This is an optimization exercise on Yosys and OpenROAD, whose aim is small area and a short achievable clock period, not a production implementation. The RTL was checked by simulation tests, not by an equivalence proof against the original design. Power is estimated from default activity; no workload was simulated.

`design/flow/design.v`:
```
module processelement (
  input  wire [7:0]  a,
  input  wire [7:0]  b,
  input  wire        keep,
  input  wire        clr,
  input  wire        rq,
  input  wire        rn,
  input  wire [23:0] s,
  output wire [23:0] ns,
  output wire [15:0] o
);
  wire n1;
  g_nand2 u1 (.a(a[0]), .b(b[0]), .y(n1));
  wire n2;
  g_nand2 u2 (.a(a[0]), .b(b[1]), .y(n2));
  wire n3;
  g_nand2 u3 (.a(a[0]), .b(b[2]), .y(n3));
  wire n4;
  g_nand2 u4 (.a(a[0]), .b(b[3]), .y(n4));
  wire n5;
  g_nand2 u5 (.a(a[0]), .b(b[4]), .y(n5));
  wire n6;
  g_nand2 u6 (.a(a[0]), .b(b[5]), .y(n6));
  wire n7;
  g_nand2 u7 (.a(a[0]), .b(b[6]), .y(n7));
  wire n8;
  g_nand2 u8 (.a(a[0]), .b(b[7]), .y(n8));
  wire n9;
  g_nand2 u9 (.a(a[1]), .b(b[0]), .y(n9));
  wire n10;
  g_nand2 u10 (.a(a[1]), .b(b[1]), .y(n10));
  wire n11;
  g_nand2 u11 (.a(a[1]), .b(b[2]), .y(n11));
  wire n12;
  g_nand2 u12 (.a(a[1]), .b(b[3]), .y(n12));
  wire n13;
  g_nand2 u13 (.a(a[1]), .b(b[4]), .y(n13));
  wire n14;
  g_nand2 u14 (.a(a[1]), .b(b[5]), .y(n14));
  wire n15;
  g_nand2 u15 (.a(a[1]), .b(b[6]), .y(n15));
  wire n16;
  g_nand2 u16 (.a(a[1]), .b(b[7]), .y(n16));
  wire n17;
  g_nand2 u17 (.a(a[2]), .b(b[0]), .y(n17));
  wire n18;
  g_nand2 u18 (.a(a[2]), .b(b[1]), .y(n18));
  wire n19;
  g_nand2 u19 (.a(a[2]), .b(b[2]), .y(n19));
  wire n20;
  g_nand2 u20 (.a(a[2]), .b(b[3]), .y(n20));
  wire n21;
  g_nand2 u21 (.a(a[2]), .b(b[4]), .y(n21));
  wire n22;
  g_nand2 u22 (.a(a[2]), .b(b[5]), .y(n22));
  wire n23;
  g_nand2 u23 (.a(a[2]), .b(b[6]), .y(n23));
  wire n24;
  g_nand2 u24 (.a(a[2]), .b(b[7]), .y(n24));
  wire n25;
  g_nand2 u25 (.a(a[3]), .b(b[0]), .y(n25));
  wire n26;
  g_nand2 u26 (.a(a[3]), .b(b[1]), .y(n26));
  wire n27;
  g_nand2 u27 (.a(a[3]), .b(b[2]), .y(n27));
  wire n28;
  g_nand2 u28 (.a(a[3]), .b(b[3]), .y(n28));
  wire n29;
  g_nand2 u29 (.a(a[3]), .b(b[4]), .y(n29));
  wire n30;
  g_nand2 u30 (.a(a[3]), .b(b[5]), .y(n30));
  wire n31;
  g_nand2 u31 (.a(a[3]), .b(b[6]), .y(n31));
  wire n32;
  g_nand2 u32 (.a(a[3]), .b(b[7]), .y(n32));
  wire n33;
  g_nand2 u33 (.a(a[4]), .b(b[0]), .y(n33));
  wire n34;
  g_nand2 u34 (.a(a[4]), .b(b[1]), .y(n34));
  wire n35;
  g_nand2 u35 (.a(a[4]), .b(b[2]), .y(n35));
  wire n36;
  g_nand2 u36 (.a(a[4]), .b(b[3]), .y(n36));
  wire n37;
  g_nand2 u37 (.a(a[4]), .b(b[4]), .y(n37));
  wire n38;
  g_nand2 u38 (.a(a[4]), .b(b[5]), .y(n38));
  wire n39;
  g_nand2 u39 (.a(a[4]), .b(b[6]), .y(n39));
  wire n40;
  g_nand2 u40 (.a(a[4]), .b(b[7]), .y(n40));
  wire n41;
  g_nand2 u41 (.a(a[5]), .b(b[0]), .y(n41));
  wire n42;
  g_nand2 u42 (.a(a[5]), .b(b[1]), .y(n42));
  wire n43;
  g_nand2 u43 (.a(a[5]), .b(b[2]), .y(n43));
  wire n44;
  g_nand2 u44 (.a(a[5]), .b(b[3]), .y(n44));
  wire n45;
  g_nand2 u45 (.a(a[5]), .b(b[4]), .y(n45));
  wire n46;
  g_nand2 u46 (.a(a[5]), .b(b[5]), .y(n46));
  wire n47;
  g_nand2 u47 (.a(a[5]), .b(b[6]), .y(n47));
  wire n48;
  g_nand2 u48 (.a(a[5]), .b(b[7]), .y(n48));
  wire n49;
  g_nand2 u49 (.a(a[6]), .b(b[0]), .y(n49));
  wire n50;
  g_nand2 u50 (.a(a[6]), .b(b[1]), .y(n50));
  wire n51;
  g_nand2 u51 (.a(a[6]), .b(b[2]), .y(n51));
  wire n52;
  g_nand2 u52 (.a(a[6]), .b(b[3]), .y(n52));
  wire n53;
  g_nand2 u53 (.a(a[6]), .b(b[4]), .y(n53));
  wire n54;
  g_nand2 u54 (.a(a[6]), .b(b[5]), .y(n54));
  wire n55;
  g_nand2 u55 (.a(a[6]), .b(b[6]), .y(n55));
  wire n56;
  g_nand2 u56 (.a(a[6]), .b(b[7]), .y(n56));
  wire n57;
  g_nand2 u57 (.a(a[7]), .b(b[0]), .y(n57));
  wire n58;
  g_nand2 u58 (.a(a[7]), .b(b[1]), .y(n58));
  wire n59;
  g_nand2 u59 (.a(a[7]), .b(b[2]), .y(n59));
  wire n60;
  g_nand2 u60 (.a(a[7]), .b(b[3]), .y(n60));
  wire n61;
  g_nand2 u61 (.a(a[7]), .b(b[4]), .y(n61));
  wire n62;
  g_nand2 u62 (.a(a[7]), .b(b[5]), .y(n62));
  wire n63;
  g_nand2 u63 (.a(a[7]), .b(b[6]), .y(n63));
  wire n64;
  g_nand2 u64 (.a(a[7]), .b(b[7]), .y(n64));
  wire n65;
  g_xnor2 u65 (.a(fa5), .b(n6), .y(n65));
  wire n66;
  g_or2 u66 (.a(fa5), .b(n6), .y(n66));
  wire n67;
  wire n68;
  g_fa u68 (.a(fa6), .b(n7), .c(n14), .s(n67), .co(n68));
  wire n69;
  g_xnor2 u69 (.a(n21), .b(n28), .y(n69));
  wire n70;
  g_or2 u70 (.a(n21), .b(n28), .y(n70));
  wire n71;
  wire n72;
  g_fa u72 (.a(fa7), .b(n8), .c(n15), .s(n71), .co(n72));
  wire n73;
  wire n74;
  g_fa u74 (.a(n22), .b(n29), .c(n36), .s(n73), .co(n74));
  wire n75;
  g_xnor2 u75 (.a(n43), .b(n50), .y(n75));
  wire n76;
  g_or2 u76 (.a(n43), .b(n50), .y(n76));
  wire n77;
  wire n78;
  g_fa u78 (.a(n16), .b(n23), .c(n30), .s(n77), .co(n78));
  wire n79;
  wire n80;
  g_fa u80 (.a(n37), .b(n44), .c(n51), .s(n79), .co(n80));
  wire n81;
  g_xnor2 u81 (.a(n58), .b(fa8), .y(n81));
  wire n82;
  g_or2 u82 (.a(n58), .b(fa8), .y(n82));
  wire n83;
  wire n84;
  g_fa u84 (.a(n24), .b(n31), .c(n38), .s(n83), .co(n84));
  wire n85;
  wire n86;
  g_fa u86 (.a(n45), .b(n52), .c(n59), .s(n85), .co(n86));
  wire n87;
  wire n88;
  g_fa u88 (.a(n32), .b(n39), .c(n46), .s(n87), .co(n88));
  wire n89;
  g_xnor2 u89 (.a(fa3), .b(n4), .y(n89));
  wire n90;
  g_or2 u90 (.a(fa3), .b(n4), .y(n90));
  wire n91;
  wire n92;
  g_fa u92 (.a(fa4), .b(n5), .c(n12), .s(n91), .co(n92));
  wire n93;
  g_xnor2 u93 (.a(n19), .b(n26), .y(n93));
  wire n94;
  g_or2 u94 (.a(n19), .b(n26), .y(n94));
  wire n95;
  wire n96;
  g_fa u96 (.a(n13), .b(n20), .c(n27), .s(n95), .co(n96));
  wire n97;
  wire n98;
  g_fa u98 (.a(n34), .b(n41), .c(n65), .s(n97), .co(n98));
  wire n99;
  wire n100;
  g_fa u100 (.a(n35), .b(n42), .c(n49), .s(n99), .co(n100));
  wire n101;
  wire n102;
  g_fa u102 (.a(n66), .b(n69), .c(n67), .s(n101), .co(n102));
  wire n103;
  wire n104;
  g_fa u104 (.a(n57), .b(n70), .c(n75), .s(n103), .co(n104));
  wire n105;
  wire n106;
  g_fa u106 (.a(n68), .b(n71), .c(n73), .s(n105), .co(n106));
  wire n107;
  wire n108;
  g_fa u108 (.a(n76), .b(n72), .c(n74), .s(n107), .co(n108));
  wire n109;
  wire n110;
  g_fa u110 (.a(n77), .b(n79), .c(n81), .s(n109), .co(n110));
  wire n111;
  wire n112;
  g_fa u112 (.a(fa9), .b(n78), .c(n80), .s(n111), .co(n112));
  wire n113;
  wire n114;
  g_fa u114 (.a(n83), .b(n85), .c(n82), .s(n113), .co(n114));
  wire n115;
  wire n116;
  g_fa u116 (.a(n53), .b(n60), .c(fa10), .s(n115), .co(n116));
  wire n117;
  wire n118;
  g_fa u118 (.a(n84), .b(n86), .c(n87), .s(n117), .co(n118));
  wire n119;
  wire n120;
  g_fa u120 (.a(n40), .b(n47), .c(n54), .s(n119), .co(n120));
  wire n121;
  wire n122;
  g_fa u122 (.a(n61), .b(fa11), .c(n88), .s(n121), .co(n122));
  wire n123;
  wire n124;
  g_fa u124 (.a(n48), .b(n55), .c(n62), .s(n123), .co(n124));
  wire n125;
  g_xnor2 u125 (.a(fa2), .b(n3), .y(n125));
  wire n126;
  g_or2 u126 (.a(fa2), .b(n3), .y(n126));
  wire n127;
  wire n128;
  g_fa u128 (.a(n11), .b(n18), .c(n25), .s(n127), .co(n128));
  wire n129;
  wire n130;
  g_fa u130 (.a(n33), .b(n90), .c(n93), .s(n129), .co(n130));
  wire n131;
  wire n132;
  g_fa u132 (.a(n94), .b(n92), .c(n95), .s(n131), .co(n132));
  wire n133;
  wire n134;
  g_fa u134 (.a(n96), .b(n99), .c(n98), .s(n133), .co(n134));
  wire n135;
  wire n136;
  g_fa u136 (.a(n100), .b(n103), .c(n102), .s(n135), .co(n136));
  wire n137;
  wire n138;
  g_fa u138 (.a(n104), .b(n106), .c(n107), .s(n137), .co(n138));
  wire n139;
  wire n140;
  g_fa u140 (.a(n108), .b(n111), .c(n110), .s(n139), .co(n140));
  wire n141;
  wire n142;
  g_fa u142 (.a(n112), .b(n115), .c(n117), .s(n141), .co(n142));
  wire n143;
  wire n144;
  g_fa u144 (.a(n119), .b(n116), .c(n118), .s(n143), .co(n144));
  wire n145;
  wire n146;
  g_fa u146 (.a(fa12), .b(n120), .c(n123), .s(n145), .co(n146));
  wire n147;
  wire n148;
  g_fa u148 (.a(n56), .b(n63), .c(fa13), .s(n147), .co(n148));
  wire n149;
  g_xnor2 u149 (.a(fa1), .b(n2), .y(n149));
  wire n150;
  g_or2 u150 (.a(fa1), .b(n2), .y(n150));
  wire n151;
  wire n152;
  g_fa u152 (.a(n10), .b(n17), .c(n125), .s(n151), .co(n152));
  wire n153;
  wire n154;
  g_fa u154 (.a(n126), .b(n89), .c(n127), .s(n153), .co(n154));
  wire n155;
  wire n156;
  g_fa u156 (.a(n128), .b(n91), .c(n129), .s(n155), .co(n156));
  wire n157;
  wire n158;
  g_fa u158 (.a(n130), .b(n97), .c(n131), .s(n157), .co(n158));
  wire n159;
  wire n160;
  g_fa u160 (.a(n132), .b(n101), .c(n133), .s(n159), .co(n160));
  wire n161;
  wire n162;
  g_fa u162 (.a(n105), .b(n134), .c(n135), .s(n161), .co(n162));
  wire n163;
  wire n164;
  g_fa u164 (.a(n109), .b(n136), .c(n137), .s(n163), .co(n164));
  wire n165;
  wire n166;
  g_fa u166 (.a(n113), .b(n138), .c(n139), .s(n165), .co(n166));
  wire n167;
  wire n168;
  g_fa u168 (.a(n114), .b(n140), .c(n141), .s(n167), .co(n168));
  wire n169;
  wire n170;
  g_fa u170 (.a(n121), .b(n142), .c(n143), .s(n169), .co(n170));
  wire n171;
  wire n172;
  g_fa u172 (.a(n122), .b(n145), .c(n144), .s(n171), .co(n172));
  wire n173;
  wire n174;
  g_fa u174 (.a(n124), .b(n147), .c(n146), .s(n173), .co(n174));
  wire n175;
  wire n176;
  g_fa u176 (.a(n64), .b(fa14), .c(n148), .s(n175), .co(n176));
  wire n177;
  g_xnor2 u177 (.a(fa0), .b(n1), .y(n177));
  wire n178;
  g_nor2 u178 (.a(fa0), .b(n1), .y(n178));
  wire n179;
  g_xor2 u179 (.a(n149), .b(n9), .y(n179));
  wire n180;
  g_nor2 u180 (.a(n149), .b(n9), .y(n180));
  wire n181;
  g_xnor2 u181 (.a(n179), .b(n178), .y(n181));
  wire n182;
  g_aoi21 u182 (.a1(n179), .a2(n178), .b1(n180), .y(n182));
  wire n183;
  g_xnor2 u183 (.a(n150), .b(n151), .y(n183));
  wire n184;
  g_or2 u184 (.a(n150), .b(n151), .y(n184));
  wire n185;
  g_xnor2 u185 (.a(n183), .b(n182), .y(n185));
  wire n186;
  g_oai21 u186 (.a1(n183), .a2(n182), .b1(n184), .y(n186));
  wire n187;
  g_xor2 u187 (.a(n152), .b(n153), .y(n187));
  wire n188;
  g_nor2 u188 (.a(n152), .b(n153), .y(n188));
  wire n189;
  g_xnor2 u189 (.a(n187), .b(n186), .y(n189));
  wire n190;
  g_aoi21 u190 (.a1(n187), .a2(n186), .b1(n188), .y(n190));
  wire n191;
  g_xnor2 u191 (.a(n154), .b(n155), .y(n191));
  wire n192;
  g_or2 u192 (.a(n154), .b(n155), .y(n192));
  wire n193;
  g_xnor2 u193 (.a(n191), .b(n190), .y(n193));
  wire n194;
  g_oai21 u194 (.a1(n191), .a2(n190), .b1(n192), .y(n194));
  wire n195;
  g_xor2 u195 (.a(n156), .b(n157), .y(n195));
  wire n196;
  g_nor2 u196 (.a(n156), .b(n157), .y(n196));
  wire n197;
  g_xnor2 u197 (.a(n195), .b(n194), .y(n197));
  wire n198;
  g_aoi21 u198 (.a1(n195), .a2(n194), .b1(n196), .y(n198));
  wire n199;
  g_xnor2 u199 (.a(n158), .b(n159), .y(n199));
  wire n200;
  g_or2 u200 (.a(n158), .b(n159), .y(n200));
  wire n201;
  g_xnor2 u201 (.a(n199), .b(n198), .y(n201));
  wire n202;
  g_oai21 u202 (.a1(n199), .a2(n198), .b1(n200), .y(n202));
  wire n203;
  g_xor2 u203 (.a(n160), .b(n161), .y(n203));
  wire n204;
  g_nor2 u204 (.a(n160), .b(n161), .y(n204));
  wire n205;
  g_xnor2 u205 (.a(n203), .b(n202), .y(n205));
  wire n206;
  g_aoi21 u206 (.a1(n203), .a2(n202), .b1(n204), .y(n206));
  wire n207;
  g_xor2 u207 (.a(n176), .b(fa15), .y(n207));
  wire n208;
  g_xor2 u208 (.a(s[9]), .b(s[10]), .y(n208));
  wire n209;
  g_nor2 u209 (.a(s[9]), .b(s[10]), .y(n209));
  wire n210;
  g_xor2 u210 (.a(s[11]), .b(s[12]), .y(n210));
  wire n211;
  g_nor2 u211 (.a(s[11]), .b(s[12]), .y(n211));
  wire n212;
  g_xor2 u212 (.a(s[13]), .b(s[14]), .y(n212));
  wire n213;
  g_nor2 u213 (.a(s[13]), .b(s[14]), .y(n213));
  wire n214;
  g_xor2 u214 (.a(s[15]), .b(s[16]), .y(n214));
  wire n215;
  g_nor2 u215 (.a(s[15]), .b(s[16]), .y(n215));
  wire n216;
  g_xor2 u216 (.a(s[17]), .b(s[18]), .y(n216));
  wire n217;
  g_nor2 u217 (.a(s[17]), .b(s[18]), .y(n217));
  wire n218;
  g_xor2 u218 (.a(s[19]), .b(s[20]), .y(n218));
  wire n219;
  g_nor2 u219 (.a(s[19]), .b(s[20]), .y(n219));
  wire n220;
  g_xor2 u220 (.a(s[21]), .b(s[22]), .y(n220));
  wire n221;
  g_nor2 u221 (.a(s[21]), .b(s[22]), .y(n221));
  wire n222;
  g_inv u222 (.a(s[8]), .y(n222));
  wire n223;
  g_aoi21 u223 (.a1(n208), .a2(n222), .b1(n209), .y(n223));
  wire n224;
  g_aoi21 u224 (.a1(n212), .a2(n211), .b1(n213), .y(n224));
  wire n225;
  g_nand2 u225 (.a(n212), .b(n210), .y(n225));
  wire n226;
  g_aoi21 u226 (.a1(n216), .a2(n215), .b1(n217), .y(n226));
  wire n227;
  g_nand2 u227 (.a(n216), .b(n214), .y(n227));
  wire n228;
  g_aoi21 u228 (.a1(n220), .a2(n219), .b1(n221), .y(n228));
  wire n229;
  g_nand2 u229 (.a(n220), .b(n218), .y(n229));
  wire n230;
  g_inv u230 (.a(n223), .y(n230));
  wire n231;
  g_aoi21 u231 (.a1(n210), .a2(n230), .b1(n211), .y(n231));
  wire n232;
  g_oai21 u232 (.a1(n225), .a2(n223), .b1(n224), .y(n232));
  wire n233;
  g_inv u233 (.a(n226), .y(n233));
  wire n234;
  g_aoi21 u234 (.a1(n218), .a2(n233), .b1(n219), .y(n234));
  wire n235;
  g_inv u235 (.a(n227), .y(n235));
  wire n236;
  g_nand2 u236 (.a(n218), .b(n235), .y(n236));
  wire n237;
  g_oai21 u237 (.a1(n229), .a2(n226), .b1(n228), .y(n237));
  wire n238;
  g_nor2 u238 (.a(n229), .b(n227), .y(n238));
  wire n239;
  g_aoi21 u239 (.a1(n214), .a2(n232), .b1(n215), .y(n239));
  wire n240;
  g_inv u240 (.a(n232), .y(n240));
  wire n241;
  g_oai21 u241 (.a1(n227), .a2(n240), .b1(n226), .y(n241));
  wire n242;
  g_oai21 u242 (.a1(n236), .a2(n240), .b1(n234), .y(n242));
  wire n243;
  g_aoi21 u243 (.a1(n238), .a2(n232), .b1(n237), .y(n243));
  wire n244;
  g_inv u244 (.a(s[23]), .y(n244));
  wire n245;
  g_nor2 u245 (.a(n244), .b(n243), .y(n245));
  wire n246;
  g_xor2 u246 (.a(n208), .b(s[8]), .y(n246));
  wire n247;
  g_xor2 u247 (.a(n210), .b(n223), .y(n247));
  wire n248;
  g_xor2 u248 (.a(n212), .b(n231), .y(n248));
  wire n249;
  g_xnor2 u249 (.a(n214), .b(n232), .y(n249));
  wire n250;
  g_xor2 u250 (.a(n216), .b(n239), .y(n250));
  wire n251;
  g_xnor2 u251 (.a(n218), .b(n241), .y(n251));
  wire n252;
  g_xnor2 u252 (.a(n220), .b(n242), .y(n252));
  wire n253;
  g_xor2 u253 (.a(s[23]), .b(n243), .y(n253));
  wire fa0;
  g_nor2 u254 (.a(s[0]), .b(rq), .y(o[0]));
  g_nand2 u255 (.a(o[0]), .b(keep), .y(fa0));
  wire fa1;
  g_nor2 u256 (.a(s[1]), .b(rq), .y(o[1]));
  g_nand2 u257 (.a(o[1]), .b(keep), .y(fa1));
  wire fa2;
  g_nor2 u258 (.a(s[2]), .b(rq), .y(o[2]));
  g_nand2 u259 (.a(o[2]), .b(keep), .y(fa2));
  wire fa3;
  g_nor2 u260 (.a(s[3]), .b(rq), .y(o[3]));
  g_nand2 u261 (.a(o[3]), .b(keep), .y(fa3));
  wire fa4;
  g_nor2 u262 (.a(s[4]), .b(rq), .y(o[4]));
  g_nand2 u263 (.a(o[4]), .b(keep), .y(fa4));
  wire fa5;
  g_nor2 u264 (.a(s[5]), .b(rq), .y(o[5]));
  g_nand2 u265 (.a(o[5]), .b(keep), .y(fa5));
  wire fa6;
  g_nor2 u266 (.a(s[6]), .b(rq), .y(o[6]));
  g_nand2 u267 (.a(o[6]), .b(keep), .y(fa6));
  wire fa7;
  g_nor2 u268 (.a(s[7]), .b(rq), .y(o[7]));
  g_nand2 u269 (.a(o[7]), .b(keep), .y(fa7));
  wire fa8;
  g_nor2 u270 (.a(n246), .b(rq), .y(o[8]));
  g_nand2 u271 (.a(o[8]), .b(keep), .y(fa8));
  wire fa9;
  g_nor2 u272 (.a(n247), .b(rq), .y(o[9]));
  g_nand2 u273 (.a(o[9]), .b(keep), .y(fa9));
  wire fa10;
  g_nor2 u274 (.a(n248), .b(rq), .y(o[10]));
  g_nand2 u275 (.a(o[10]), .b(keep), .y(fa10));
  wire fa11;
  g_nor2 u276 (.a(n249), .b(rq), .y(o[11]));
  g_nand2 u277 (.a(o[11]), .b(keep), .y(fa11));
  wire fa12;
  g_nor2 u278 (.a(n250), .b(rq), .y(o[12]));
  g_nand2 u279 (.a(o[12]), .b(keep), .y(fa12));
  wire fa13;
  g_nor2 u280 (.a(n251), .b(rq), .y(o[13]));
  g_nand2 u281 (.a(o[13]), .b(keep), .y(fa13));
  wire fa14;
  g_nor2 u282 (.a(n252), .b(rq), .y(o[14]));
  g_nand2 u283 (.a(o[14]), .b(keep), .y(fa14));
  wire fa15;
  g_nor2 u284 (.a(n253), .b(rq), .y(o[15]));
  g_nand2 u285 (.a(o[15]), .b(keep), .y(fa15));
  assign ns[0] = n177;
  assign ns[1] = n181;
  assign ns[2] = n185;
  assign ns[3] = n189;
  assign ns[4] = n193;
  assign ns[5] = n197;
  assign ns[6] = n201;
  assign ns[7] = n205;
  assign ns[8] = n206;
  assign ns[9] = n162;
  assign ns[10] = n163;
  assign ns[11] = n164;
  assign ns[12] = n165;
  assign ns[13] = n166;
  assign ns[14] = n167;
  assign ns[15] = n168;
  assign ns[16] = n169;
  assign ns[17] = n170;
  assign ns[18] = n171;
  assign ns[19] = n172;
  assign ns[20] = n173;
  assign ns[21] = n174;
  assign ns[22] = n175;
  assign ns[23] = n207;
endmodule
module g_aoi21 (input wire a1, a2, b1, output wire y);
  assign y = ~((a1 & a2) | b1);
endmodule
module g_fa (input wire a, b, c, output wire s, co);
  assign s = a ^ b ^ c;
  assign co = (a & b) | (a & c) | (b & c);
endmodule
module g_inv (input wire a, output wire y);
  assign y = ~a;
endmodule
module g_nand2 (input wire a, b, output wire y);
  assign y = ~(a & b);
endmodule
module g_nor2 (input wire a, b, output wire y);
  assign y = ~(a | b);
endmodule
module g_oai21 (input wire a1, a2, b1, output wire y);
  assign y = ~((a1 | a2) & b1);
endmodule
module g_or2 (input wire a, b, output wire y);
  assign y = a | b;
endmodule
module g_xnor2 (input wire a, b, output wire y);
  assign y = ~(a ^ b);
endmodule
module g_xor2 (input wire a, b, output wire y);
  assign y = a ^ b;
endmodule
module systolicCU
(
 input  wire clk, reset,
 input  wire [7:0] a1,
 output reg  clr1, clr2, clr4,
 output reg  keep1, keep2, keep4
);
  localparam s0 = 4'd0, s1 = 4'd1, s2 = 4'd2, s3 = 4'd3, s4 = 4'd4, s5 = 4'd5,
             s6 = 4'd6, s7 = 4'd7, s8 = 4'd8, s9 = 4'd9, s10 = 4'd10;
  reg [3:0] state_reg;
  reg [3:0] state_next;
  always @(*) begin
    case (state_reg)
      s0:      state_next = (a1 != 8'd0) ? s1 : s0;
      s10:     state_next = s3;
      default: state_next = (state_reg > s10) ? s0 : state_reg + 4'd1;
    endcase
  end
  always @(posedge clk) begin
    if (reset) state_reg <= s0;
    else       state_reg <= state_next;
    clr1  <= reset | (state_next == s8);
    clr2  <= reset | (state_next == s9);
    clr4  <= reset | (state_next == s10);
    keep1 <= ~(reset | (state_next == s8));
    keep2 <= ~(reset | (state_next == s9));
    keep4 <= ~(reset | (state_next == s10));
  end
endmodule
module systolictop
(
 input  wire clk, reset,
 input  wire [7:0] a1, a2, b1, b2,
 input  wire [2:0] i, j,
 output wire [15:0] c1, c2, c3, c4
);
  reg  [7:0]  a12, b13, a34, b24;
  reg         rst_q;       
  reg         rst_n;       
  reg  [23:0] s1, s2, s3, s4;
  wire [23:0] ns1, ns2, ns3, ns4;
  wire clr1, clr2, clr4, keep1, keep2, keep4;    
  systolicCU ctrl1 (.clk(clk), .reset(reset), .a1(a1), .clr1(clr1), .clr2(clr2), .clr4(clr4),
                    .keep1(keep1), .keep2(keep2), .keep4(keep4));
  always @(posedge clk) begin
    rst_q <= reset;
    rst_n <= ~reset;
    if (reset) begin
      a12 <= 8'd0; b13 <= 8'd0; a34 <= 8'd0; b24 <= 8'd0;
    end else begin
      a12 <= a1; b13 <= b1; a34 <= a2; b24 <= b2;
    end
  end
  processelement pe1 (.a(a1), .b(b1), .keep(keep1), .clr(clr1), .rq(rst_q), .rn(rst_n),
                      .s(s1), .ns(ns1), .o(c1));
  processelement pe2 (.a(a12), .b(b2), .keep(keep2), .clr(clr2), .rq(rst_q), .rn(rst_n),
                      .s(s2), .ns(ns2), .o(c2));
  processelement pe3 (.a(a2), .b(b13), .keep(keep2), .clr(clr2), .rq(rst_q), .rn(rst_n),
                      .s(s3), .ns(ns3), .o(c3));
  processelement pe4 (.a(a34), .b(b24), .keep(keep4), .clr(clr4), .rq(rst_q), .rn(rst_n),
                      .s(s4), .ns(ns4), .o(c4));
  always @(posedge clk) begin
    s1 <= ns1; s2 <= ns2; s3 <= ns3; s4 <= ns4;
  end
endmodule
```
`design/flow/flow/run.sh`:
```
#!/bin/bash
# Layout flow: the standard flow (standard.sh: ORFS synthesis to the final layout) with
#  - the port buffers made of buf_2 instead of the cell buffer_ports picks by default,
#  - clock tree synthesis without dummy load cells,
#  - before floorplanning, combinational cells set to drive strength 1 (flow/downsize.tcl);
#    the flow's timing repair sizes up the ones that need it.
# ORFS writes each tool's log under orfs/logs; this script's own output goes to flow_run.log.
set -e
exec > flow_run.log 2>&1
export BUFFER_PORTS_ARGS="-buffer_cell sky130_fd_sc_hd__buf_2"
export CTS_ARGS="-sink_clustering_enable -repair_clock_nets -dont_use_dummy_load -buf_list {sky130_fd_sc_hd__clkbuf_4 sky130_fd_sc_hd__clkbuf_8}"
export PRE_FLOORPLAN_TCL="$(pwd)/flow/downsize.tcl"
bash standard.sh
```
`design/flow/flow/downsize.tcl`:
```
# Before floorplanning: set the combinational cells that synthesis mapped at a drive strength
# above 1 back to strength 1. The timing repair steps of the flow size up the ones that need it.
set n 0
foreach inst [[ord::get_db_block] getInsts] {
  set m [[$inst getMaster] getName]
  if {[regexp {^sky130_fd_sc_hd__(a21oi|o21ai|nand2|nor2|xor2|xnor2|and2|or2|nor2b|nand3|inv|a21o|o21a|nand2b|and3|or3|nor3)_([2-9]|1[0-9])$} $m -> base sz]} {
    set target sky130_fd_sc_hd__${base}_1
    if {[get_lib_cells -quiet */$target] ne ""} {
      replace_cell [$inst getName] $target
      incr n
    }
  }
}
puts "downsize.tcl: $n cells set to drive strength 1"
```
`design/flow/standard.sh`:
```
#!/bin/bash
# synth_recipe.tcl (not shown) runs the flow's synth.tcl, then flattens the netlist and writes it again
# the make line also repeats each setting of config.mk as NAME=value (left out here)
make -C /OpenROAD-flow-scripts/flow DESIGN_CONFIG=/design/flow/config.mk WORK_HOME=/design/flow/orfs CLKGATE_MAP_FILE= SYNTH_SCRIPT=/design/flow/synth_recipe.tcl "${@:-finish}"
```
`design/flow/config.mk`:
```
export PLATFORM = sky130hd
export DESIGN_NAME = systolictop
export DESIGN_NICKNAME = systolictop
export VERILOG_FILES = /design/flow/design.v
export SDC_FILE = /design/flow/constraint.sdc
export NUM_CORES = 4
export LEC_CHECK = 0
export CAP_MARGIN = 20
export CORE_MARGIN = 2
export CORE_UTILIZATION = 60
export GPL_ROUTABILITY_DRIVEN = 0
export PLACE_DENSITY = 0.7
export SETUP_SLACK_MARGIN = 3.1
export SLEW_MARGIN = 20
export SYNTH_HIERARCHICAL = 1
export SYNTH_MINIMUM_KEEP_SIZE = 0
```
`design/flow/constraint.sdc`:
```
create_clock -name core_clock -period 6.6 [get_ports {clk}]
set_input_delay 1.3200 -clock core_clock [delete_from_list [all_inputs] [get_ports {clk}]]
set_output_delay 1.3200 -clock core_clock [all_outputs]
set_load 0.01 [all_outputs]
```
==> metrics.md, run 1 <==
| Metric | Value |
|---|---|
| Status | timing/DRC/antenna clean |
| Clk pin slew, worst setup/hold paths | 0.06 ns |
| # IOs | 104 |
| Initial detailed-routing violation count | 330 |
| TritonCTS Sinks | 136 |
| Number of buffers created by CTS | 17 |
| Avg WL per Cell | 15.3 um |
| GRT Total Usage | 24.6% |
| Clock Path Buffers | 2 |
| Total power | 0.00343 W |
| Area grow syn2layout | 5.75% |
| Number of detailed-route iterations in the first pass | 5 |
| Post-Route WL | 23.4 mm |
| Initial antenna violation count | 1 |
| Placed insts | 1503 |
| Max_slew headroom | 54.2% |
| Die Area | 20400 um^2 |
| # setup viols final | 0 |
| Starting density of the core | 61.4% |
| Final slew viol count | 0 |
| Final Non-Filler Cells | 1527 |
| Worst Setup Start Kind | input port |
| Setup TNS | 0 ns |
| Fillers | 1593 |
| Slew of the pin with the lowest slew margin | 0.687 ns |
| Power Dens Cells | 281 nW/um^2 |
| I/O Buffers | 97 |
| Worst setup margin | 3.17 ns |
| RSZ-0062 raised after global routing | yes |
| Core Region | 18800 um^2 |
| Fin Clk Skew | 0.0175 ns |
| Root buf cell | clkbuf_8 |
| Lkg Pwr | 4.02 nW |
| First-pass GRT wire length | 39.2 mm |
| Final #Nets | 1504 |
| Final Hold Viols | 0 |
| Max IR drop VDD | 0.224 mV |
| CP Capture Type | flop |
| Global route overflow | 0 |
| Syn_nets | 1478 |
| Worst-skew pair later-pin latency | 0.45 ns |
| Pin count of the biggest net entering global routing | 41 |
| Worst setup slack before clock tree synthesis | 2.65 ns |
| Final period util | 51.9% |
| Share of layout cells above drive strength 1 | 13.7% |
| DIE HEIGHT | 143 um |
| Post-route ant nets | 0 |
| Worst Hold Class | reg -> reg |
| # DRC | 0 |
| Fmax | 292 MHz |
| Synthesized instance count | 1243 |
| Die Wd | 143 um |
| WP data arrival | 3.75 ns |
| Post-synthesis cell area | 11600 um^2 |
| # hold bufs at CTS | 0 |
| Fin crit period | 3.43 ns |
| Total number of yosys warnings | 8 |
| Via count | 8042 |
| Avg Cell Area, Syn | 9.30 um^2 |
| CP max FO | 9 |
| Diodes inserted | 0 |
| Post-DP HPWL | 17.8 mm |
| Via/cell ratio | 5.27 |
| Critical path required time | 6.92 ns |
| TritonCTS clock tree | yes |
| FP Rows | 50 |
| H-Tree Depth | 4 |
| Critical setup path kind | in -> reg |
| Vias in the first global route | 8140 |
| Max_cap viols | 0 |
-- cell usage in the layout, fill, tap and decap left out, types with 2 or more instances in the layout --
cell type,count
a21oi_2,7
xnor2_2,2
or2_1,44
nor4_1,2
fa_2,5
xor2_1,53
nor2_1,120
nand2_1,332
ha_1,3
nand2b_1,2
clkbuf_4,4
fa_1,187
o21ai_4,3
nand2_4,3
xor2_2,15
clkbuf_8,17
dfxtp_1,130
dfxtp_2,5
a21oi_1,46
buf_2,88
buf_4,11
inv_1,25
nor2b_1,33
o21ai_1,19
xnor2_1,86
buf_6,2
o21ai_2,6
-- power breakdown --
| part | internal (W) | switching, W |
|---|---|---|
| registers | 0.00104 | 0.000150 |
| clock network | 0.000227 | 0.000281 |
| logic | 0.000765 | 0.000968 |
| total | 0.00203 | 0.00140 |
-- through the flow --
step | util [%] | hold WS [ns] | cell area, um^2
after floorplan | - | 0.570 | 11600
after global placement | 62.1 | 0.529 | 11700
after detailed placement | 62.1 | 0.533 | 11700
after CTS | 63.5 | 0.545 | 12000
after global routing | 64.9 | 0.608 | 12200
final | 64.9 | 0.542 | 12200
-- critical path: stages --
cell and delay [ns]:
buf_2 0.22, nand2_4 0.07, fa_1 0.48, fa_2 0.35, fa_1 0.46, fa_1 0.53
xor2_1 0.22, a21oi_1 0.10
-- layout make-up --
type | count | area, um^2 | share of cell area, %
Timing Repair Buffer | 106 | 591 | 4.83
Tap cell | 260 | 325 | 2.66
Inverter | 25 | 93.8 | 0.768
Sequential cell | 136 | 2730 | 22.4
Multi-Input combinational cell | 983 | 8240 | 67.5
Clock buffer | 17 | 234 | 1.91
-- final timing paths --
check | cells past startpoint | end | slack [ns] | startpoint
hold / removal | 3 | s3[0] | 0.54 | s3[0]
setup reg to reg | 9 | s2[8] | 3.27 | rst_q
hold reg to reg | 3 | s3[0] | 0.54 | s3[0]
setup / recovery | 8 | s3[8] | 3.17 | a2[0]
-- routing by layer --
| layer | share of wire (%) | wire length [um] | GRT usage, % | up-vias |
|---|---|---|---|---|
| li1 | - | - | - | 3782 |
| met1 | 45 | 10400 | 34.2 | 4013 |
| met2 | 49 | 11400 | 39.6 | 207 |
| met3 | 4.8 | 1120 | 4.39 | 40 |
| met4 | 2.1 | 491 | 8.18 | 0 |
| met5 | 0 | 0 | 0 | - |
-- repair_timing --
item	CTS	global route
pin swaps	0	10
endpoints found under the hold margin	0	0
endpoints found under the setup margin	15	23
setup buffers	0	7
gates resized for setup	6	49
==> inputs of run 2 (changes only) <==
--- a/design/flow/config.mk
+++ b/design/flow/config.mk
@@ -8,9 +8,8 @@
 export CAP_MARGIN = 20
 export CORE_MARGIN = 2
 export CORE_UTILIZATION = 60
-export GPL_ROUTABILITY_DRIVEN = 0
 export PLACE_DENSITY = 0.7
-export SETUP_SLACK_MARGIN = 3.1
+export SETUP_SLACK_MARGIN = 3.0
 export SLEW_MARGIN = 20
 export SYNTH_HIERARCHICAL = 1
 export SYNTH_MINIMUM_KEEP_SIZE = 0
==> metrics.md, run 2 <==
| Metric | Value |
|---|---|
| Die Area | 20400 um^2 (unchanged) |
| Final Non-Filler Cells | 1524 (-0.20%) |
| P_sw | 0.00136 W (-2.8%) |
| Via count | 7964 (-0.97%) |
| Synthesized instance count | 1243 (unchanged) |
| CP Capture Type | flop |
| Fin crit period | 3.50 ns (+0.0709 ns) |
| Max_slew headroom | 52.3% (-1.9 points) |
| R2R Setup Slk | 3.26 ns (about the same) |
| Syn_nets | 1478 (unchanged) |
| Core Region | 18800 um^2 (unchanged) |
| Max IR drop VDD | 0.241 mV (+7.4%) |
| Number of buffers created by CTS | 17 (unchanged) |
| CP max FO | 10 (+1) |
| TritonCTS Sinks | 136 (unchanged) |
| Share of power burned in combinational logic | 49.8% (-0.7 points) |
| Final Hold Viols | 0 (unchanged) |
| # setup viols final | 0 (unchanged) |
| Sequential power share | 35.2% (+0.5 points) |
| Pin count of the biggest net entering global routing | 41 (unchanged) |
| I/O Buffers | 97 (unchanged) |
| Area grow syn2layout | 4.31% |
| Root buf cell | clkbuf_8 |
| GPL Wtd Cong | 0.827 |
| Crit-path most repeated cell | fa_1 |
| Lkg Pwr | 3.96 nW (-1.4%) |
| DIE HEIGHT | 143 um (unchanged) |
| Reg2reg start | rst_q |
| Critical Path Sink | s1[7] |
| Fmax | 286 MHz (-2.0%) |
| CP Cell Sequence | buf_2 -> nand2_1 -> or2_1 -> fa_1 -> fa_1 -> fa_1 -> xor2_1 -> xnor2_1 |
| Clk pin slew, worst setup/hold paths | 0.07 ns (about the same) |
| FP Rows | 50 (unchanged) |
| Global route overflow | 0 (unchanged) |
| Total number of yosys warnings | 8 (unchanged) |
| Starting density of the core | 61.4% (unchanged) |
| Number of detailed-route iterations in the first pass | 5 (unchanged) |
| Clock Path Buffers | 2 (unchanged) |
| Fillers | 1624 (+1.9%) |
| Avg Cell Area, Syn | 9.30 um^2 (unchanged) |
| TritonCTS clock tree | yes |
| # IOs | 104 (unchanged) |
| RSZ-0062 raised after global routing | yes |
| Critical setup path kind | in -> reg |
| Final cell utilization of the core | 64.0% (-0.88 points) |
| Critical path required time | 6.92 ns (about the same) |
| Critical Path Start | a1[3] |
| Most frequent cells in the layout | nand2_1, fa_1, dfxtp_1, nor2_1, buf_2 |
| Die Wd | 143 um (unchanged) |
| Initial detailed-routing violation count | 367 (+11%) |
| Fin Clk Skew | 0.0281 ns (+0.0106 ns) |
| Post-DP HPWL | 18.0 mm (+0.86%) |
| R2R Path End | s2[7] |
| Placed insts | 1503 (unchanged) |
| Worst Setup Start Kind | input port |
| H-Tree Depth | 4 (unchanged) |
| Max_cap viols | 0 (unchanged) |
| Final period util | 53.0% (+1.1 points) |
| Crit-path max cell delay | 0.54 ns (about the same) |
| Share of layout cells above drive strength 1 | 11.6% (-2.0 points) |
| Total power | 0.00335 W (-2.2%) |
| Final slew viol count | 0 (unchanged) |
| Slew of the pin with the lowest slew margin | 0.714 ns (+0.0274 ns) |
| R2R cell count | 9 (unchanged) |
| Power Dens Cells | 278 nW/um^2 (-0.83%) |
| Clock power share | 15.1% (+0.3 points) |
| Most common cell after layout, fill and taps aside | nand2_1 |
| Initial antenna violation count | 2 (+1) |
| First-pass GRT wire length | 39.4 mm (+0.65%) |
| Avg WL per Cell | 15.4 um (+0.12%) |
| Diodes inserted | 0 (unchanged) |
| Setup TNS | 0 ns (unchanged) |
| Worst path slowest cell | fa_1 |
| Post-route ant nets | 0 (unchanged) |
| Worst-skew pair later-pin latency | 0.44 ns (about the same) |
| GRT Total Usage | 24.7% (+0.089 points) |
| # DRC | 0 (unchanged) |
| Internal power | 0.00199 W (-1.8%) |
| Vias in the first global route | 8255 (+1.4%) |
| Switching share of power | 40.5% (-0.25 points) |
| Post-synthesis cell area | 11600 um^2 (unchanged) |
| Worst Hold Margin | 0.540 ns (-0.00169 ns) |
| Final #Nets | 1501 (-0.20%) |
| WP data arrival | 3.82 ns (+0.07 ns) |
| Status | timing/DRC/antenna clean |
| Worst Hold Class | reg -> reg |
| Via/cell ratio | 5.23 (-0.77%) |
| Post-Route WL | 23.4 mm (about the same) |
==> run 2: timing repair <==
item / in CTS / in global routing
pin swaps: 0 / 4
endpoints found under the setup margin: 3 / 16
buffers inserted: 0 / 4
gates resized for setup: 3 / 12
gates cloned: 0 / 0
hold buffers: 0 / 0
==> run 2: how the worst min path moves through the flow <==
stage,start,to,cells after the start
after floorplan,ctrl1.state_reg[2],ctrl1.state_reg[2],3
after global placement,s1[0],s1[0],3
after detailed placement,s3[0],s3[0],3
after CTS,s3[0],s3[0],3
after global routing,s1[0],s1[0],3
final,s3[0],s3[0],3
==> run 2: layout make-up <==
type,count,area [um^2],area share (%)
clock buffer,17,234,1.94
inverter,25,93.8,0.779
multi-input combinational,983,8130,67.5
sequential,136,2730,22.6
tap,260,325,2.70
timing repair buffer,103,542,4.49
==> run 2: worst max-delay path, delay by kind of cell <==
| family | cells | cell delay, ns |
|---|---|---|
| xor+xnor | 2 | 0.32 |
| simple gates | 2 | 0.38 |
| buf+inv | 1 | 0.23 |
| fa+ha+maj | 3 | 1.56 |
==> run 2: power groups by stage <==
stage | Sequential [W] | Combinational (W) | Clock (W)
6_report | 0.00118 | 0.00167 | 0.000505
5_1_grt | 0.00120 | 0.00190 | 0.000560
4_1_cts | 0.00117 | 0.00165 | 0.000527
3_5_place_dp | 0.00119 | 0.00162 | 0
3_3_place_gp | 0.00118 | 0.00158 | 0
2_1_floorplan | 0.00116 | 0.00159 | 0
==> run 2: routing by layer <==
layer / routed length, um / GRT usage (%) / up-vias
met4: 341 / 6.67 / 2
met1: 10400 / 33.2 / 3951
li1: - / - / 3783
met3: 1210 / 5.84 / 24
met2: 11500 / 40.6 / 204
met5: 11 / 0 / -
==> run 2: stage by stage <==
step	setup slack [ns]	area, um^2
after floorplan	2.95	11600
after global placement	2.68	11700
after detailed placement	2.67	11700
after CTS	3.02	11900
after global routing	2.97	12100
final	3.10	12100
==> inputs of run 3 (changes only) <==
--- a/design/flow/config.mk
+++ b/design/flow/config.mk
@@ -7,9 +7,9 @@
 export LEC_CHECK = 0
 export CAP_MARGIN = 20
 export CORE_MARGIN = 2
-export CORE_UTILIZATION = 60
-export PLACE_DENSITY = 0.7
-export SETUP_SLACK_MARGIN = 3.0
+export CORE_UTILIZATION = 50
+export PLACE_DENSITY = 0.6
+export SETUP_SLACK_MARGIN = 3.1
 export SLEW_MARGIN = 20
 export SYNTH_HIERARCHICAL = 1
 export SYNTH_MINIMUM_KEEP_SIZE = 0
==> metrics.md, run 3 <==
| Metric | Value |
|---|---|
| Avg WL per Cell | 15.7 um (+2.0%) |
| Final slew viol count | 0 (unchanged) |
| Core Region | 22600 um^2 (+20%) |
| Worst Hold Class | reg -> reg |
| Final Hold Viols | 0 (unchanged) |
| Starting density of the core | 51.0% (-10 points) |
| Total power | 0.00344 W (+2.6%) |
| Sequential power share | 34.6% (-0.6 points) |
| Synthesized instance count | 1243 (unchanged) |
| TritonCTS Sinks | 136 (unchanged) |
| Share of power burned in combinational logic | 50.7% (+0.9 points) |
| FP Rows | 55 (+10%) |
| # IOs | 104 (unchanged) |
| I/O Buffers | 97 (unchanged) |
| Number of detailed-route iterations in the first pass | 5 (unchanged) |
| Most common cell after layout, fill and taps aside | nand2_1 |
| Worst Setup Start Kind | input port |
| WP data arrival | 3.77 ns (-0.05 ns) |
| Die Area | 24300 um^2 (+19%) |
| Die Wd | 156 um (+9.3%) |
| Avg Cell Area, Syn | 9.30 um^2 (unchanged) |
| Via count | 7935 (-0.36%) |
| Fin Clk Skew | 0.0190 ns (-0.00915 ns) |
| CP max FO | 9 (-1) |
| Most frequent cells in the layout | nand2_1, fa_1, dfxtp_1, nor2_1 |
| Max_cap viols | 0 (unchanged) |
| Vias in the first global route | 8460 (+2.5%) |
| Placed cell area | 11700 um^2 (+0.27%) |
| CP Capture Type | flop |
| Slew of the pin with the lowest slew margin | 0.690 ns (-0.0236 ns) |
| Area grow syn2layout | 6.46% |
| Status | timing/DRC/antenna clean |
| H-Tree Depth | 4 (unchanged) |
| P_sw | 0.00141 W (+3.7%) |
| Critical path required time | 6.93 ns (about the same) |
| Power Dens Cells | 280 nW/um^2 (+0.52%) |
| Critical Path Start | b1[5] |
| Fin crit period | 3.44 ns (-0.0555 ns) |
| Initial antenna violation count | 0 (-2) |
| HP Start | s1[0] |
| # DRC | 0 (unchanged) |
| GRT Total Usage | 21.2% (-3.6 points) |
| Lkg Pwr | 4.06 nW (+2.4%) |
| Reg2reg start | rst_q |
| Switching share of power | 41.0% (+0.42 points) |
| RSZ-0062 raised after global routing | yes |
| # setup viols final | 0 (unchanged) |
| Post-DP HPWL | 18.4 mm (+2.5%) |
| Setup TNS | 0 ns (unchanged) |
| Final Cell Area | 12300 um^2 (+2.1%) |
| Worst-skew pair later-pin latency | 0.44 ns (about the same) |
| Syn_nets | 1478 (unchanged) |
| Global route overflow | 0 (unchanged) |
| Pin count of the biggest net entering global routing | 41 (unchanged) |
| Post-route ant nets | 0 (unchanged) |
| Max IR drop VDD | 0.185 mV (-23%) |
| Clock power share | 14.8% (-0.3 points) |
| DIE HEIGHT | 156 um (+9.3%) |
| Final period util | 52.1% (-0.84 points) |
| First-pass GRT wire length | 40.8 mm (+3.3%) |
| Max_slew headroom | 54.0% (+1.6 points) |
| Post-synthesis cell area | 11600 um^2 (unchanged) |
| Total number of yosys warnings | 8 (unchanged) |
| Via/cell ratio | 5.11 (-2.2%) |
| Clock Path Buffers | 2 (unchanged) |
| Root buf cell | clkbuf_8 |
| Critical setup path kind | in -> reg |
| Number of buffers created by CTS | 17 (unchanged) |
| Post-Route WL | 24.3 mm (+3.9%) |
| GPL Wtd Cong | 0.810 (-2.1%) |
| TritonCTS clock tree | yes |
| Clk pin slew, worst setup/hold paths | 0.08 ns (about the same) |
| # hold bufs at CTS | 0 (unchanged) |
| Initial detailed-routing violation count | 282 (-23%) |
| Final #Nets | 1505 (+0.27%) |
| Final cell utilization of the core | 54.3% (-9.7 points) |
| Internal power | 0.00203 W (+1.9%) |
| Worst Hold Margin | 0.547 ns (+0.00659 ns) |
| Fmax | 291 MHz (+1.6%) |
| Diodes inserted | 0 (unchanged) |
| Share of layout cells above drive strength 1 | 13.7% (+2.1 points) |
==> run 3: changes by cell type in the layout (fill, tap and decap cells not counted), sizes merged <==
cell and change:
clkbuf +6, buf -2
==> run 3: area by class of cell <==
type | instances | area (um^2)
Multi-Input combinational cell | 983 | 8260
Clock buffer | 17 | 234
Inverter | 25 | 93.8
Timing Repair Buffer | 107 | 626
Tap cell | 285 | 357
Sequential cell | 136 | 2730
Fill cell | 2121 | 10300
==> run 3: worst paths after layout <==
path                               to  slack [ns]  cells past startpoint
worst max-delay path            s1[7]        3.16                      8
worst min-delay path            s1[0]        0.55                      3
worst max register to register  s2[7]        3.29                      9
worst min register to register  s1[0]        0.55                      3
==> run 3: stage by stage <==
stage | instances | setup slack, ns
finish | 1553 | 3.16
global route | 1553 | 3.06
CTS | 1545 | 3.10
detailed placement | 1528 | 2.61
global placement | 1528 | 2.66
floorplan | 1243 | 2.95
==> run 3: power groups by stage <==
stage	Combinational, W	Sequential [W]	Clock [W]
floorplan	0.00159	0.00116	0
global placement	0.00159	0.00119	0
detailed placement	0.00163	0.00119	0
CTS	0.00165	0.00117	0.000527
global route	0.00198	0.00121	0.000557
finish	0.00174	0.00119	0.000508
==> run 3: critical path, stage by stage <==
cell and delay (ns):
clkbuf_4 0.18, nand2_1 0.09, fa_1 0.47, fa_2 0.38
fa_1 0.51, fa_1 0.47, xor2_2 0.21, xnor2_1 0.13
==> run 3: repair_timing <==
item | 4_1_cts | 5_1_grt
buffers inserted | 0 | 8
cloned | 0 | 0
pin swaps | 1 | 12
gates resized for setup | 10 | 53
setup endpoints to repair | 19 | 23
==> run 3: routing by layer <==
metal / wire length [um] / global-route usage [%]
met1: 10800 / 27.7
met2: 12300 / 36.8
met3: 1030 / 3.36
met4: 234 / 5.37
met5: 0 / 0
==> inputs of run 4 (changes only) <==
==> design/flow/flow/run.sh (replaced) <==
#!/bin/bash
# Layout flow: the standard flow (standard.sh: ORFS synthesis to the final layout) with
#  - the port buffers made of buf_1 instead of the cell buffer_ports picks by default,
#  - clock tree synthesis without dummy load cells,
#  - before floorplanning, combinational cells set to drive strength 1 (flow/downsize.tcl);
#    the flow's timing repair sizes up the ones that need it.
# ORFS writes each tool's log under orfs/logs; this script's own output goes to flow_run.log.
set -e
exec > flow_run.log 2>&1
export BUFFER_PORTS_ARGS="-buffer_cell sky130_fd_sc_hd__buf_1"
export CTS_ARGS="-sink_clustering_enable -repair_clock_nets -dont_use_dummy_load -buf_list {sky130_fd_sc_hd__clkbuf_4 sky130_fd_sc_hd__clkbuf_8}"
export PRE_FLOORPLAN_TCL="$(pwd)/flow/downsize.tcl"
bash standard.sh
--- a/design/flow/config.mk
+++ b/design/flow/config.mk
@@ -7,8 +7,8 @@
 export LEC_CHECK = 0
 export CAP_MARGIN = 20
 export CORE_MARGIN = 2
-export CORE_UTILIZATION = 50
-export PLACE_DENSITY = 0.6
+export CORE_UTILIZATION = 60
+export PLACE_DENSITY = 0.7
 export SETUP_SLACK_MARGIN = 3.1
 export SLEW_MARGIN = 20
 export SYNTH_HIERARCHICAL = 1
==> metrics.md, run 4 <==
| Metric | Value |
|---|---|
| Clock power share | 15.0% (+0.2 points) |
| Status | timing/DRC/antenna clean |
| Clock Path Buffers | 2 (unchanged) |
| Slew of the pin with the lowest slew margin | 0.832 ns (+0.142 ns) |
| Via/cell ratio | 5.25 (+2.8%) |
| Worst-skew pair later-pin latency | 0.44 ns (about the same) |
| Via count | 8019 (+1.1%) |
| Die Wd | 143 um (-8.5%) |
| Pin count of the biggest net entering global routing | 41 (unchanged) |
| H-Tree Depth | 4 (unchanged) |
| CP Capture Type | flop |
| R2R Setup Slk | 3.25 ns (-0.04 ns) |
| Final Hold Viols | 0 (unchanged) |
| # IOs | 104 (unchanged) |
| Root buf cell | clkbuf_8 |
| Total power | 0.00340 W (-1.3%) |
| First-pass GRT wire length | 39.8 mm (-2.3%) |
| Post-DP HPWL | 18.2 mm (-1.4%) |
| Fillers | 1640 (-23%) |
| GPL Wtd Cong | 0.824 (+1.7%) |
| Diodes inserted | 0 (unchanged) |
| # hold bufs at CTS | 0 (unchanged) |
| Synthesized instance count | 1243 (unchanged) |
| Avg WL per Cell | 15.6 um (-0.64%) |
| Critical Path Sink | s1[7] |
| Max IR drop VDD | 0.240 mV (+30%) |
| R2R cell count | 8 (-1) |
| Final period util | 52.2% (+0.092 points) |
| Total number of yosys warnings | 8 (unchanged) |
| Max_slew headroom | 44.5% (-9.5 points) |
| Die Area | 20400 um^2 (-16%) |
| FP Rows | 50 (-9.1%) |
| CP max FO | 10 (+1) |
| Global route overflow | 0 (unchanged) |
| Switching share of power | 41.3% (+0.38 points) |
| Final slew viol count | 0 (unchanged) |
| Lkg Pwr | 3.79 nW (-6.7%) |
| # setup viols final | 0 (unchanged) |
| GRT Total Usage | 25.0% (+3.8 points) |
| I/O Buffers | 97 (unchanged) |
| WP data arrival | 3.81 ns (+0.04 ns) |
| Starting density of the core | 61.4% (+10 points) |
| Fin Clk Skew | 0.0176 ns (-0.00140 ns) |
| Critical Path Start | a1[0] |
| Core Region | 18800 um^2 (-17%) |
| Crit-path max cell delay | 0.59 ns (+0.08 ns) |
| Power Dens Cells | 280 nW/um^2 (about the same) |
| Most common cell after layout, fill and taps aside | nand2_1 |
| Area grow syn2layout | 5.09% |
| Most frequent cells in the layout | nand2_1, fa_1, dfxtp_1, nor2_1, xnor2_1 |
| Syn_nets | 1478 (unchanged) |
| DIE HEIGHT | 143 um (-8.5%) |
| Worst Hold Class | reg -> reg |
| # DRC | 0 (unchanged) |
| Internal power | 0.00199 W (-2.0%) |
| Final #Nets | 1503 (-0.13%) |
| Critical path required time | 6.97 ns (+0.04 ns) |
| Fmax | 290 MHz (-0.18%) |
| Clk pin slew, worst setup/hold paths | 0.07 ns (about the same) |
| RSZ-0062 raised after global routing | yes |
| P_sw | 0.00140 W (-0.42%) |
| Vias in the first global route | 8432 (-0.33%) |
| Number of buffers created by CTS | 17 (unchanged) |
| Share of power burned in combinational logic | 50.0% (-0.7 points) |
| Max_cap viols | 0 (unchanged) |
| Avg Cell Area, Syn | 9.30 um^2 (unchanged) |
| TritonCTS Sinks | 136 (unchanged) |
| Final Cell Area | 12100 um^2 (-1.3%) |
| Worst path slowest cell | fa_2 |
| Critical setup path kind | in -> reg |
| Fin crit period | 3.45 ns (+0.00608 ns) |
| Post-Route WL | 23.7 mm (-2.4%) |
| Initial detailed-routing violation count | 422 (+50%) |
| TritonCTS clock tree | yes |
| Share of layout cells above drive strength 1 | 8.85% (-4.9 points) |
| Post-synthesis cell area | 11600 um^2 (unchanged) |
| Number of detailed-route iterations in the first pass | 5 (unchanged) |
| Worst Setup Start Kind | input port |
| Initial antenna violation count | 0 (unchanged) |
| R2R Path End | s2[8] |
| Reg2reg start | ctrl1.keep2 |
| Post-route ant nets | 0 (unchanged) |
| Placed cell area | 11600 um^2 (-1.3%) |
| Sequential power share | 35.0% (+0.4 points) |
| Setup TNS | 0 ns (unchanged) |
| CP Cell Sequence | clkbuf_4 -> nand2_4 -> fa_1 -> fa_2 -> fa_1 -> fa_2 -> xor2_2 -> xnor2_1 |
## run 4: how the worst min path moves through the flow
| stage | startpoint | end | slack (ns) | cells after the start |
|---|---|---|---|---|
| finish | s1[0] | s1[0] | 0.55 | 3 |
| global route | s4[0] | s4[0] | 0.62 | 3 |
| CTS | s1[0] | s1[0] | 0.55 | 3 |
| detailed placement | s1[0] | s1[0] | 0.54 | 3 |
| global placement | s1[0] | s1[0] | 0.53 | 3 |
| floorplan | ctrl1.state_reg[2] | ctrl1.state_reg[2] | 0.57 | 3 |
## run 4: stage by stage
stage	util (%)	hold WS (ns)	setup slack, ns	cells
finish	64.5	0.551	3.15	1526
global route	64.5	0.621	3.03	1526
CTS	63.0	0.554	3.03	1520
detailed placement	61.5	0.540	2.39	1503
global placement	61.5	0.531	2.43	1503
floorplan	-	0.570	2.95	1243
## run 4: layout make-up
type / instances / area [um^2] / area share, %
inverter: 25 / 93.8 / 0.773
multi-input combinational: 983 / 8250 / 67.9
sequential: 136 / 2730 / 22.5
timing repair buffer: 105 / 513 / 4.22
tap: 260 / 325 / 2.68
clock buffer: 17 / 234 / 1.93
## run 4: critical path: cells and delay by family
kind / cells / cell delay [ns]
fa+ha+maj: 4 / 1.91
buf+inv: 1 / 0.20
simple gates: 1 / 0.06
xor+xnor: 2 / 0.32
## run 4: power groups by stage
stage	combinational [W]	clock, W	sequential (W)
after detailed placement	0.00159	0	0.00119
after floorplan	0.00159	0	0.00116
after global placement	0.00154	0	0.00118
after CTS	0.00162	0.000529	0.00117
final	0.00170	0.000508	0.00119
after global routing	0.00193	0.000566	0.00122
## run 4: repair_timing
action | 4_1_cts | 5_1_grt
gates resized for setup | 27 | 64
setup buffers | 0 | 6
pin swaps | 1 | 14
setup endpoints to repair | 27 | 26
## run 4: routing by layer
| layer | wire, um | up-vias | track usage [%] |
|---|---|---|---|
| li1 | - | 3776 | - |
| met1 | 10400 | 3975 | 33.4 |
| met2 | 11700 | 234 | 41.8 |
| met3 | 1270 | 34 | 4.49 |
| met4 | 382 | 0 | 7.82 |
| met5 | 0 | - | 0 |
==> inputs of run 5 (changes only) <==
--- a/design/flow/flow/run.sh
+++ b/design/flow/flow/run.sh
@@ -10,4 +10,5 @@
 export BUFFER_PORTS_ARGS="-buffer_cell sky130_fd_sc_hd__buf_1"
 export CTS_ARGS="-sink_clustering_enable -repair_clock_nets -dont_use_dummy_load -buf_list {sky130_fd_sc_hd__clkbuf_4 sky130_fd_sc_hd__clkbuf_8}"
 export PRE_FLOORPLAN_TCL="$(pwd)/flow/downsize.tcl"
+export SETUP_MOVE_SEQUENCE="unbuffer,sizeup,swap"
 bash standard.sh
==> metrics.md, run 5 <==
| Metric | Value |
|---|---|
| FP Rows | 50 (unchanged) |
| WP data arrival | 3.81 ns (about the same) |
| Critical path required time | 6.97 ns (about the same) |
| Most frequent cells in the layout | nand2_1, fa_1, dfxtp_1, nor2_1, xnor2_1 |
| Fin Clk Skew | 0.0178 ns (+0.000222 ns) |
| CP max FO | 10 (unchanged) |
| Placed cell area | 11600 um^2 (unchanged) |
| Total number of yosys warnings | 8 (unchanged) |
| Via count | 8012 (-0.087%) |
| Pin count of the biggest net entering global routing | 41 (unchanged) |
| Power Dens Cells | 280 nW/um^2 (about the same) |
| Via/cell ratio | 5.27 (+0.31%) |
| # DRC | 0 (unchanged) |
| I/O Buffers | 97 (unchanged) |
| Number of detailed-route iterations in the first pass | 5 (unchanged) |
| CP Capture Type | flop |
| GPL Wtd Cong | 0.824 (unchanged) |
| Critical setup path kind | in -> reg |
| Final #Nets | 1497 (-0.40%) |
| # IOs | 104 (unchanged) |
| Final slew viol count | 0 (unchanged) |
| Register area | 2740 um^2 (+0.18%) |
| R2R Setup Slk | 3.25 ns (about the same) |
| Share of layout cells above drive strength 1 | 9.05% (+0.20 points) |
| Worst setup margin | 3.16 ns (+0.00523 ns) |
| Fillers | 1630 (-0.61%) |
| Lkg Pwr | 3.76 nW (-0.64%) |
| HP Start | s1[0] |
| Fmax | 291 MHz (+0.15%) |
| Post-route ant nets | 0 (unchanged) |
| Reg2reg start | ctrl1.keep2 |
| Avg Cell Area, Syn | 9.30 um^2 (unchanged) |
| Die Wd | 143 um (unchanged) |
| Die Area | 20400 um^2 (unchanged) |
| Max IR drop VDD | 0.240 mV (about the same) |
| Initial detailed-routing violation count | 400 (-5.2%) |
| Synthesized instance count | 1243 (unchanged) |
| Final Cell Area | 12100 um^2 (about the same) |
| Worst hold stages | 3 (unchanged) |
| R2R Path End | s2[8] |
| Worst Hold Class | reg -> reg |
| Post-CTS setup buffers | 0 (unchanged) |
| TritonCTS Sinks | 136 (unchanged) |
| Worst Setup Start Kind | input port |
| Worst-skew pair later-pin latency | 0.44 ns (about the same) |
| Core Region | 18800 um^2 (unchanged) |
| DIE HEIGHT | 143 um (unchanged) |
| Clk pin slew, worst setup/hold paths | 0.07 ns (about the same) |
| Max_slew headroom | 46.4% (+1.9 points) |
| Syn_nets | 1478 (unchanged) |
| GRT Total Usage | 25.0% (unchanged) |
| Post-synthesis cell area | 11600 um^2 (unchanged) |
| Post-DP HPWL | 18.2 mm (unchanged) |
| Vias in the first global route | 8432 (unchanged) |
| Setup TNS | 0 ns (unchanged) |
| Area grow syn2layout | 5.00% (about the same) |
| Post-Route WL | 23.6 mm (-0.81%) |
| Global route overflow | 0 (unchanged) |
| TritonCTS clock tree | yes |
| Status | timing/DRC/antenna clean |
| Most common cell after layout, fill and taps aside | nand2_1 |
| H-Tree Depth | 4 (unchanged) |
| Root buf cell | clkbuf_8 |
| Diodes inserted | 0 (unchanged) |
| Initial antenna violation count | 0 (unchanged) |
| Final Hold Viols | 0 (unchanged) |
| Max_cap viols | 0 (unchanged) |
| First-pass GRT wire length | 39.8 mm (unchanged) |
| # hold bufs at CTS | 0 (unchanged) |
| R2R cell count | 8 (unchanged) |
| Worst Hold End | s1[0] |
| Avg WL per Cell | 15.5 um (-0.42%) |
| Fin crit period | 3.44 ns (-0.00523 ns) |
| RSZ-0062 raised after global routing | yes |
| Worst setup slack before clock tree synthesis | 2.39 ns (unchanged) |
| Total power | 0.00339 W (about the same) |
| Starting density of the core | 61.4% (unchanged) |
| # setup viols final | 0 (unchanged) |
| Clock Path Buffers | 2 (unchanged) |
| Multi-input gate area | 8270 um^2 (+0.33%) |
| Final period util | 52.2% (-0.079 points) |
| Number of buffers created by CTS | 17 (unchanged) |
| Slew of the pin with the lowest slew margin | 0.804 ns (-0.0280 ns) |
run 5: layer usage:
| layer | global-route usage, % | share of wire, % |
|---|---|---|
| met5 | 0 | 0 |
| met4 | 7.82 | 1.8 |
| met3 | 4.49 | 5.9 |
| met2 | 41.8 | 49 |
| met1 | 33.4 | 43 |
run 5: how the worst max path moves through the flow:
stage | start | to | slack [ns]
after floorplan | a2[1] | s3[8] | 2.95
after global placement | a1[1] | s1[8] | 2.43
after detailed placement | a1[2] | s1[8] | 2.39
after CTS | rst_q | s2[8] | 3.03
after global routing | s4[12] | c4[14] | 3.03
final | a1[0] | s1[7] | 3.16
run 5: repair_timing:
action | 4_1_cts | 5_1_grt
gates resized for setup | 27 | 76
endpoints found under the setup margin | 27 | 26
endpoints found under the hold margin | 0 | 0
pin swaps | 1 | 15
run 5: metrics by stage:
stage / util, % / hold WS, ns / instances
final: 64.4 / 0.549 / 1520
after global placement: 61.5 / 0.531 / 1503
after global routing: 64.4 / 0.621 / 1520
after floorplan: - / 0.570 / 1243
after CTS: 63.0 / 0.554 / 1520
after detailed placement: 61.5 / 0.540 / 1503
run 5: where the power goes:
part	switching, W	internal, W
logic	0.000974	0.000715
registers	0.000153	0.00104
clock network	0.000283	0.000227
run 5: area by class of cell:
| type | instances | area share (%) |
|---|---|---|
| multi-input combinational | 983 | 68.2 |
| sequential | 136 | 22.6 |
| tap | 260 | 2.68 |
| clock buffer | 17 | 1.93 |
| timing repair buffer | 99 | 3.88 |
| inverter | 25 | 0.773 |
run 5: worst max-delay path, cell delays in order:
cell and delay, ns:
clkbuf_4 0.20, nand2_4 0.06, fa_1 0.48, fa_2 0.36, fa_1 0.48, fa_2 0.59, xor2_2 0.17, xnor2_1 0.14

## static timing again, ports no longer ideal
How much do the figures lean on ideal ports? The routed layouts below were timed once more, with nothing changed but the port constraints. Step 1 sets driving cells, clkbuf_16 on the clock port and buf_2 on the other inputs (assumed; they add their load-dependent delay and slew). Step 2 adds t to the input delays and takes it off the output delays; t is the mean of the earliest and latest rising clock arrival at the registers after step 1. Input paths then give back, and output paths get back, about the clock's delay inside the block. Three values: ideal, step 1, step 2; two values: the first two.
run | shift t [ns] | setup slack, ns | hold WS [ns] | worst setup path after step 2 | cell pins on the clock port's net
run 1 | 0.477 | 3.174 / 3.187 / 2.711 | 0.542 / 0.542 / 0.542 | input to register | 1
run 2 | 0.469 | 3.103 / 3.116 / 2.647 | 0.540 / 0.540 / 0.540 | input to register | 1
run 3 | 0.470 | 3.159 / 3.171 / 2.702 | 0.547 / 0.547 / 0.547 | input to register | 1
run 4 | 0.473 | 3.153 / 3.146 / 2.705 | 0.551 / 0.551 / 0.551 | input to register | 1
run 5 | 0.476 | 3.158 / 3.152 / 2.701 | 0.549 / 0.549 / 0.549 | input to register | 1
After both steps setup and hold are still met in every run listed. The setup slack of run 1, which loses most, moves by +0.013 ns with the drivers and by -0.463 ns with both steps.
